This is an optimization exercise on Yosys and OpenROAD, whose aim is small area, not a production implementation. The RTL was checked by simulation tests, not by an equivalence proof against the original design. Power is estimated from default activity; no workload was simulated.

## fjord
## top
module top (input wire clk,
            input wire rst,
            input wire mic_data_1,
            input wire mic_data_2,
            output wire serial_tx,
            output wire mic_clk_1,
            output wire mic_clk_2,
            output wire serial_split);
localparam [11:0] NSAMP = 12'd3125;
reg [7:0] cnt;
always @(posedge clk)
  if (rst) cnt <= 8'd0;
  else     cnt <= cnt + 8'd1;
reg fresh;   
always @(posedge clk)
  if (rst) fresh <= 1'b1;
  else if (cnt == 8'd255) fresh <= 1'b0;
assign mic_clk_1 = cnt[1];
assign mic_clk_2 = cnt[1];
wire [1:0] ph = cnt[1:0] - 2'd1;                  
wire snap   = (cnt >= 8'd253) || (cnt == 8'd0);   
wire ifresh = fresh && (cnt[7:2] == 6'd0);        
wire win    = (cnt >= 8'd122) && (cnt < 8'd140);  
wire bfirst = (cnt == 8'd122);
wire zero   = fresh;                               
wire so1, so2;
cicint CIC1 (.clk(clk), .snap(snap), .win(win), .ifresh(ifresh), .ph(ph),
             .d_in(mic_data_1), .so(so1));
cicint CIC2 (.clk(clk), .snap(snap), .win(win), .ifresh(ifresh), .ph(ph),
             .d_in(mic_data_2), .so(so2));
wire [237:0] qa, qb;
combring RA (.clk(clk), .win(win), .bfirst(bfirst), .zero(zero), .x(so1),
             .ext(1'b1), .xin(qb[0]), .q(qa));
combring RB (.clk(clk), .win(win), .bfirst(bfirst), .zero(zero), .x(so2),
             .ext(1'b0), .xin(1'b0), .q(qb));
reg [17:0] a1, a2, a3;
always @(posedge clk)
  if (win) begin
    a1 <= {qa[54] & ~zero, a1[17:1]};
    a2 <= {a1[0] & ~zero, a2[17:1]};
    a3 <= {a2[0] & ~zero, a3[17:1]};
  end
reg        mb0, mb1;
reg [17:0] pa1;
always @* begin
  mb0 = 1'b0;
  if (cnt >= 8'd56 && cnt < 8'd74)        mb0 = qb[138];
  else if (cnt >= 8'd104 && cnt < 8'd122) mb0 = qb[72];
  else if (cnt >= 8'd152 && cnt < 8'd170) mb0 = qb[24];
  else if (cnt >= 8'd200 && cnt < 8'd218) mb0 = qb[196];
  else if (cnt >= 8'd248 || cnt < 8'd10)  mb0 = qb[130];
  mb1 = 1'b0; pa1 = a1;
  if (cnt >= 8'd140 && cnt < 8'd158)      begin mb1 = qa[36];  pa1 = a3; end
  else if (cnt >= 8'd188 && cnt < 8'd206) begin mb1 = qa[226]; pa1 = a2; end
  else if (cnt >= 8'd236 && cnt < 8'd254) begin mb1 = qa[160]; pa1 = a2; end
  else if (cnt >= 8'd28 && cnt < 8'd46)   mb1 = qa[112];
  else if (cnt >= 8'd76 && cnt < 8'd94)   mb1 = qa[46];
end
reg  [17:0] s0, s1;
  ...
export LEC_CHECK = 0
export CAP_MARGIN = 20
export CORE_MARGIN = 2
export CORE_UTILIZATION = 60
export CTS_BUF_LIST = sky130_fd_sc_hd__clkbuf_8
export CTS_CLUSTER_DIAMETER = 50
export CTS_CLUSTER_SIZE = 20
export PLACE_DENSITY = 0.7
export SLEW_MARGIN = 20
create_clock -name core_clock -period 10.0 [get_ports {clk}]
run.sh (not shown) runs the stock make flow with config.mk's settings and CLKGATE_MAP_FILE= SYNTH_SCRIPT=/design/flow/synth_recipe.tcl, a recipe that flattens the netlist after the stock synthesis.
Here is what was changed in the inputs of ember compared with fjord.
Settings: CTS_BUF_LIST changed from sky130_fd_sc_hd__clkbuf_8 to sky130_fd_sc_hd__clkbuf_4 sky130_fd_sc_hd__clkbuf_8.
### Flow results
Result for ember and fjord: all clean. fjord → ember: slew at the pin with the worst max-slew slack held steady; areal power density over the cells held steady. The synthesis-to-finish area growth was comparable across ember and fjord.
Modified inputs, raven compared to ember
Settings: changing CTS_CLUSTER_SIZE from 20 to 30; changing CTS_CLUSTER_DIAMETER from 50 to 60; changing CTS_BUF_LIST from sky130_fd_sc_hd__clkbuf_4 sky130_fd_sc_hd__clkbuf_8 to sky130_fd_sc_hd__clkbuf_16.
==> comparison <==
ember → raven: hold slack shrank by 0.0055 ns, sequential share of cell area was more or less identical. Sort ember and raven by total power of the final layout desc -> top: raven. From ember to raven the numbers moved as follows: maximum frequency has increased; headroom to the max-slew limit has remained practically unchanged; number of clock buffers in the layout has decreased.

* * *

Another version of the RTL of top (not shown whole).
For scale: about 2,400 cells after synthesis, about 1,500 flip-flops, ~8 I/O pins, ~0.037 mm2 of cells after synthesis.
==> flow/config.mk <==
export PLATFORM = sky130hd
export DESIGN_NAME = top
export DESIGN_NICKNAME = top
export VERILOG_FILES = /design/flow/design.v
export SDC_FILE = /design/flow/constraint.sdc
export NUM_CORES = 4
export LEC_CHECK = 0
export CAP_MARGIN = 20
export CORE_MARGIN = 2
export CORE_UTILIZATION = 60
export CTS_BUF_LIST = sky130_fd_sc_hd__clkbuf_4
export CTS_CLUSTER_SIZE = 30
export PLACE_DENSITY = 0.7
export SLEW_MARGIN = 20
==> flow/constraint.sdc <==
create_clock -name core_clock -period 10.0 [get_ports {clk}]
set_input_delay 2.0000 -clock core_clock [delete_from_list [all_inputs] [get_ports {clk}]]
set_output_delay 2.0000 -clock core_clock [all_outputs]
set_load 0.01 [all_outputs]
The first run produced a clean layout.
Edit:
Settings changed: CORE_UTILIZATION 60 to 40, CTS_BUF_LIST sky130_fd_sc_hd__clkbuf_4 to unset, CTS_CLUSTER_SIZE 30 to unset, PLACE_DENSITY 0.7 to unset.
The new run completed without violations.
Wire length fell by 3.6%.
Clock skew fell by 0.078 ns.
Total power rose by 7.5%.
Final area rose by 2.5%.
Cell count rose by 1.8%.
Setup slack gets better by 0.31 ns.
Critical path depth fell by 1.
Global-route usage fell by 6.1 points.
Clock-buffer cell count fell by 309.
Register-to-register slack gets better by 0.13 ns.
Die area rose by 49%.
Edit:
Settings changed: CORE_UTILIZATION 40 to 60, CTS_BUF_LIST set to sky130_fd_sc_hd__clkbuf_8, PLACE_DENSITY set to 0.7.
Result:
- The new run finished with timing, DRC and antenna clean
- worst hold slack loses 0.014 ns
- count of clock-buffer cells in the layout came out higher by 79
- synthesized area does not change
- wire length grows by about 3.5%
- final area is lower by about 1.7%
- cell count fell by 7.5%
- combinational power is about the same
- setup slack loses 0.038 ns
- power came out lower by about 4%
- core utilization increases by 23 points

* * *

Another version of the RTL of top (not shown whole).
Size: about 2200 cells after synthesis, roughly 1300 flip-flops, roughly 0.033 mm2 of cells after synthesis.
make LEC_CHECK=0 CAP_MARGIN=20 CORE_MARGIN=2 CORE_UTILIZATION=60 CTS_BUF_LIST=sky130_fd_sc_hd__clkbuf_8 CTS_CLUSTER_DIAMETER=50 CTS_CLUSTER_SIZE=20 PLACE_DENSITY=0.7 SLEW_MARGIN=20 finish   # period 10.0 ns
Rerun with:
==> flow/flow/run.sh (new file) <==
#!/bin/bash
set -euo pipefail
export CTS_ARGS='-sink_clustering_enable -repair_clock_nets -sink_clustering_size 20 -sink_clustering_max_diameter 50 -buf_list {sky130_fd_sc_hd__clkbuf_4 sky130_fd_sc_hd__clkbuf_8} -dont_use_dummy_load'
bash standard.sh finish > standard_flow.log 2>&1
==> flow/standard.sh (new file) <==
#!/bin/bash
# synth_recipe.tcl (not shown) runs the flow's synth.tcl, then flattens the netlist and writes it again
# the make line also repeats each setting of config.mk as NAME=value (left out here)
make -C /OpenROAD-flow-scripts/flow DESIGN_CONFIG=/design/flow/config.mk WORK_HOME=/design/flow/orfs CLKGATE_MAP_FILE= SYNTH_SCRIPT=/design/flow/synth_recipe.tcl "${@:-finish}"
removed: flow/run.sh
=>
- The changed run finished clean
- non-clock buffer count does not change
- first-iteration DRC count fell by 3.8%
- wire length fell by 1.1%
- global-route usage decreases by 0.15 points
Rerun with:
==> flow/flow/run.sh (replaced) <==
#!/bin/bash
set -euo pipefail
export CTS_ARGS="-sink_clustering_enable -repair_clock_nets -sink_clustering_size 20 -sink_clustering_max_diameter 50 -buf_list sky130_fd_sc_hd__clkbuf_8 -dont_use_dummy_load"
bash standard.sh finish > standard_flow.log 2>&1
Synthesized area is unchanged.
Global-route usage does not change.
Cell area stays the same.
First-iteration DRC count is unchanged.
Power does not change.
Die area is unchanged.
Routed wire length stays the same.
Clock power stays flat.
Sequential share of layout area is unchanged.

* * *

top, a different RTL version from the one above (not shown whole).
For scale: ~1300 flip-flops, about 8 I/O pins, ~34000 µm² of cells after synthesis.
==> flow/config.mk <==
export PLATFORM = sky130hd
export DESIGN_NAME = top
export DESIGN_NICKNAME = top
export VERILOG_FILES = /design/flow/design.v
export SDC_FILE = /design/flow/constraint.sdc
export NUM_CORES = 4
export LEC_CHECK = 0
export CAP_MARGIN = 20
export CORE_MARGIN = 2
export CORE_UTILIZATION = 70
export CTS_BUF_LIST = sky130_fd_sc_hd__clkbuf_8
export CTS_CLUSTER_DIAMETER = 50
export CTS_CLUSTER_SIZE = 20
export PLACE_DENSITY = 0.8
export SLEW_MARGIN = 20
==> flow/constraint.sdc <==
create_clock -name core_clock -period 10.0 [get_ports {clk}]
set_input_delay 2.0000 -clock core_clock [delete_from_list [all_inputs] [get_ports {clk}]]
set_output_delay 2.0000 -clock core_clock [all_outputs]
set_load 0.01 [all_outputs]
standard.sh (not shown) runs the stock make flow with config.mk's settings and CLKGATE_MAP_FILE= SYNTH_SCRIPT=/design/flow/synth_recipe.tcl, a recipe that flattens the netlist after the stock synthesis.
==> flow/flow/run.sh <==
#!/bin/bash
set -euo pipefail
export CTS_ARGS="-sink_clustering_enable -repair_clock_nets -sink_clustering_size 20 -sink_clustering_max_diameter 50 -buf_list sky130_fd_sc_hd__clkbuf_8 -dont_use_dummy_load"
bash standard.sh finish > standard_flow.log 2>&1
Rerun with:
==> flow/flow/run.sh (replaced) <==
#!/bin/bash
set -euo pipefail
export CTS_ARGS='-sink_clustering_enable -repair_clock_nets -sink_clustering_size 36 -sink_clustering_max_diameter 45 -buf_list sky130_fd_sc_hd__clkbuf_16 -dont_use_dummy_load'
bash standard.sh finish > standard_flow.log 2>&1
--- a/flow/config.mk
+++ b/flow/config.mk
@@ -10 +10 @@
-export CORE_UTILIZATION = 70
+export CORE_UTILIZATION = 60
@@ -14 +14 @@
-export PLACE_DENSITY = 0.8
+export PLACE_DENSITY = 0.7
What happened: Wire length falls by 7.2%; core utilization falls by 7.7 points; total power rises by 15%; worst setup slack gets better by 0.076 ns; clock power rises by 51%; via count falls by 0.69%; clock-buffer cell count rises by 17.
Rerun with:
==> flow/flow/run.sh (replaced) <==
#!/bin/bash
set -euo pipefail
export CTS_ARGS="-sink_clustering_enable -repair_clock_nets -sink_clustering_size 20 -sink_clustering_max_diameter 50 -buf_list sky130_fd_sc_hd__clkbuf_8 -dont_use_dummy_load"
bash standard.sh finish > standard_flow.log 2>&1
Result: Worst hold slack got worse by 0.0062 ns. Non-clock buffer count is unchanged. Synthesized area is unchanged. Setup slack is worse by 0.054 ns. Total power came out lower by 12%. Final area is lower by 3.3%.

* * *

yarrow:
top, a different RTL version from the one above (not shown whole).
Size in the first run: roughly 2000 cells after synthesis, about 1300 flip-flops, roughly 32000 um^2 of cells after synthesis.
export LEC_CHECK = 0
export CAP_MARGIN = 20
export CORE_MARGIN = 2
export CORE_UTILIZATION = 55
export CTS_BUF_LIST = sky130_fd_sc_hd__clkbuf_8
export CTS_CLUSTER_DIAMETER = 50
export CTS_CLUSTER_SIZE = 20
export PLACE_DENSITY = 0.65
export SLEW_MARGIN = 20
create_clock -name core_clock -period 10.0 [get_ports {clk}]
==> flow/flow/run.sh <==
#!/bin/bash
set -euo pipefail
export CTS_ARGS="-sink_clustering_enable -repair_clock_nets -sink_clustering_size 20 -sink_clustering_max_diameter 50 -buf_list sky130_fd_sc_hd__clkbuf_8 -dont_use_dummy_load"
bash standard.sh finish > standard_flow.log 2>&1
#### Input delta (xenon over yarrow)
diff --git a/flow/config.mk b/flow/config.mk
--- a/flow/config.mk
+++ b/flow/config.mk
@@ -9,3 +9,3 @@
 export CORE_MARGIN = 2
-export CORE_UTILIZATION = 55
+export CORE_UTILIZATION = 65
 export CTS_BUF_LIST = sky130_fd_sc_hd__clkbuf_8
@@ -13,3 +13,3 @@
 export CTS_CLUSTER_SIZE = 20
-export PLACE_DENSITY = 0.65
+export PLACE_DENSITY = 0.75
 export SLEW_MARGIN = 20
--- outcome ---
xenon | status: complete | timing, DRC, antenna: pass
Relative area change from synthesis to final layout delta for xenon relative to yarrow: 0.95 points lower
Of the two values seen for highest-utilization routing layer at the global route stage, met1 was produced by yarrow and met2 by xenon.
In the flow results for yarrow and xenon, the minimum period implied by the final worst setup slack is larger on xenon.
xenon gives less share of layout cells above drive strength 1 than yarrow did.
Setup changes, xenon to onyx
diff --git a/flow/config.mk b/flow/config.mk
--- a/flow/config.mk
+++ b/flow/config.mk
@@ -9,3 +9,3 @@
 export CORE_MARGIN = 2
-export CORE_UTILIZATION = 65
+export CORE_UTILIZATION = 78
 export CTS_BUF_LIST = sky130_fd_sc_hd__clkbuf_8
@@ -13,3 +13,3 @@
 export CTS_CLUSTER_SIZE = 20
-export PLACE_DENSITY = 0.75
+export PLACE_DENSITY = 0.86
 export SLEW_MARGIN = 20
## What came out
- Higher number of inserted diodes was reported by xenon, not onyx.
- onyx: total global routing track utilization higher than xenon
- Area of the core was lower in onyx than in xenon.
Edits applied to the flow inputs when going from onyx to zinc:
diff --git a/flow/config.mk b/flow/config.mk
--- a/flow/config.mk
+++ b/flow/config.mk
@@ -9,3 +9,3 @@
 export CORE_MARGIN = 2
-export CORE_UTILIZATION = 78
+export CORE_UTILIZATION = 70
 export CTS_BUF_LIST = sky130_fd_sc_hd__clkbuf_8
@@ -13,3 +13,3 @@
 export CTS_CLUSTER_SIZE = 20
-export PLACE_DENSITY = 0.86
+export PLACE_DENSITY = 0.8
 export SLEW_MARGIN = 20
[summary]
- Arrival time of the worst setup path: zinc vs onyx down 0.05 ns
- Across both runs, row count was higher for zinc than for onyx.
- | core utilization | higher: onyx |
- Comparing zinc and onyx, the lower worst-case setup slack after placement was measured on onyx.
- The wire length number comes out higher for onyx vs zinc.
- Die width: zinc vs onyx up 11 um
- Register-to-register setup slack delta (zinc − onyx): favourable

* * *

## job 3674
Another version of the RTL of top (not shown whole).
For scale: about 2,000 cells after synthesis, about 1,300 flip-flops, about 32,000 um2 of cells after synthesis.
==> flow/config.mk <==
export PLATFORM = sky130hd
export DESIGN_NAME = top
export DESIGN_NICKNAME = top
export VERILOG_FILES = /design/flow/design.v
export SDC_FILE = /design/flow/constraint.sdc
export NUM_CORES = 4
export LEC_CHECK = 0
export CAP_MARGIN = 20
export CORE_MARGIN = 2
export CORE_UTILIZATION = 60
export CTS_BUF_LIST = sky130_fd_sc_hd__clkbuf_8
export CTS_CLUSTER_DIAMETER = 50
export CTS_CLUSTER_SIZE = 20
export GPL_ROUTABILITY_DRIVEN = 0
export GPL_TIMING_DRIVEN = 0
export PLACE_DENSITY = 0.7
export SLEW_MARGIN = 20
==> flow/constraint.sdc <==
create_clock -name core_clock -period 10.0 [get_ports {clk}]
set_input_delay 2.0000 -clock core_clock [delete_from_list [all_inputs] [get_ports {clk}]]
set_output_delay 2.0000 -clock core_clock [all_outputs]
set_load 0.01 [all_outputs]
Scripts as last shown in full above: flow/flow/run.sh
Job 3674: done, clean on timing, DRC and antenna
Setup changes, job 3674 to job 3460
# job 3674
export LEC_CHECK = 0
export CAP_MARGIN = 20
export CORE_MARGIN = 2
export CORE_UTILIZATION = 60
export CTS_BUF_LIST = sky130_fd_sc_hd__clkbuf_8
export CTS_CLUSTER_DIAMETER = 50
export CTS_CLUSTER_SIZE = 20
export GPL_ROUTABILITY_DRIVEN = 0
export GPL_TIMING_DRIVEN = 0
export PLACE_DENSITY = 0.7
export SLEW_MARGIN = 20
create_clock -name core_clock -period 10.0 [get_ports {clk}]
# job 3460
export LEC_CHECK = 0
export CAP_MARGIN = 20
export CORE_MARGIN = 2
export CORE_UTILIZATION = 60
export CTS_BUF_LIST = sky130_fd_sc_hd__clkbuf_8
export CTS_CLUSTER_DIAMETER = 50
export CTS_CLUSTER_SIZE = 20
export PLACE_DENSITY = 0.7
export SLEW_MARGIN = 20
create_clock -name core_clock -period 10.0 [get_ports {clk}]
### Flow results
- Flip-flop and latch count: job 3674 vs job 3460 — no meaningful difference
- | sequential share of cell area | job 3460 vs job 3674 | 0.32 points higher |
- Relative to job 3674, core utilization decreased by 0.27 points in job 3460.
- Job 3460: met3 track demand over resource is 0.39 points lower than what job 3674 reported.
- On global-route usage, job 3460 and job 3674 are basically level.

[static timing again, ports no longer ideal]
The flow's constraints put no driver on any port. The routed layouts listed below were extracted and timed again, unchanged, in two steps. Step 1: set_driving_cell puts a clkbuf_16 on clk and a buf_2 on each other input, an assumption about the parent block. Step 2 moves the port delays by t, midway between the first and last clock arrival at a register: inputs arrive t later, outputs are due t later. That takes back most of the time a late clock gives input paths. a / b / c = no drivers / after step 1 / after step 2; a / b = the first two.
| run | shift t [ns] | slack for setup (ns) | latest minus earliest clock arrival (ns) |
|---|---|---|---|
| fjord | 0.761 | 4.122 / 4.065 / 4.826 | 0.037 / 0.038 |
| ember | 0.761 | 4.122 / 4.065 / 4.826 | 0.038 / 0.038 |
| raven | 0.710 | 4.167 / 4.110 / 4.820 | 0.029 / 0.029 |
| the first run of note 2 | 1.114 | 3.849 / 3.792 / 4.906 | 0.120 / 0.120 |
| the second run of note 2 | 0.759 | 4.159 / 4.100 / 4.859 | 0.027 / 0.026 |
| the third run of note 2 | 0.861 | 4.120 / 4.069 / 4.931 | 0.053 / 0.053 |
| the first run of note 3 | 0.746 | 4.348 / 4.296 / 4.994 | 0.028 / 0.028 |
| the second run of note 3 | 0.707 | 4.404 / 4.352 / 5.010 | 0.089 / 0.090 |
| the third run of note 3 | 0.707 | 4.404 / 4.352 / 5.010 | 0.089 / 0.090 |
| the first run of note 4 | 0.713 | 3.953 / 3.902 / 4.550 | 0.098 / 0.097 |
| the second run of note 4 | 0.670 | 4.029 / 3.969 / 4.486 | 0.083 / 0.083 |
| the third run of note 4 | 0.718 | 3.976 / 3.919 / 4.502 | 0.075 / 0.074 |
| yarrow | 0.703 | 1.090 / 1.090 / 1.090 | 0.107 / 0.107 |
| xenon | 0.705 | 0.992 / 0.992 / 0.992 | 0.071 / 0.071 |
| onyx | 0.702 | 0.949 / 0.949 / 0.949 | 0.056 / 0.056 |
| zinc | 0.704 | 1.034 / 1.034 / 1.034 | 0.066 / 0.066 |
| job 3674 | 0.706 | 0.352 / 0.352 / 0.352 | 0.068 / 0.068 |
| job 3460 | 0.697 | 0.426 / 0.426 / 0.426 | 0.077 / 0.077 |
After both steps every run listed still meets setup and hold.
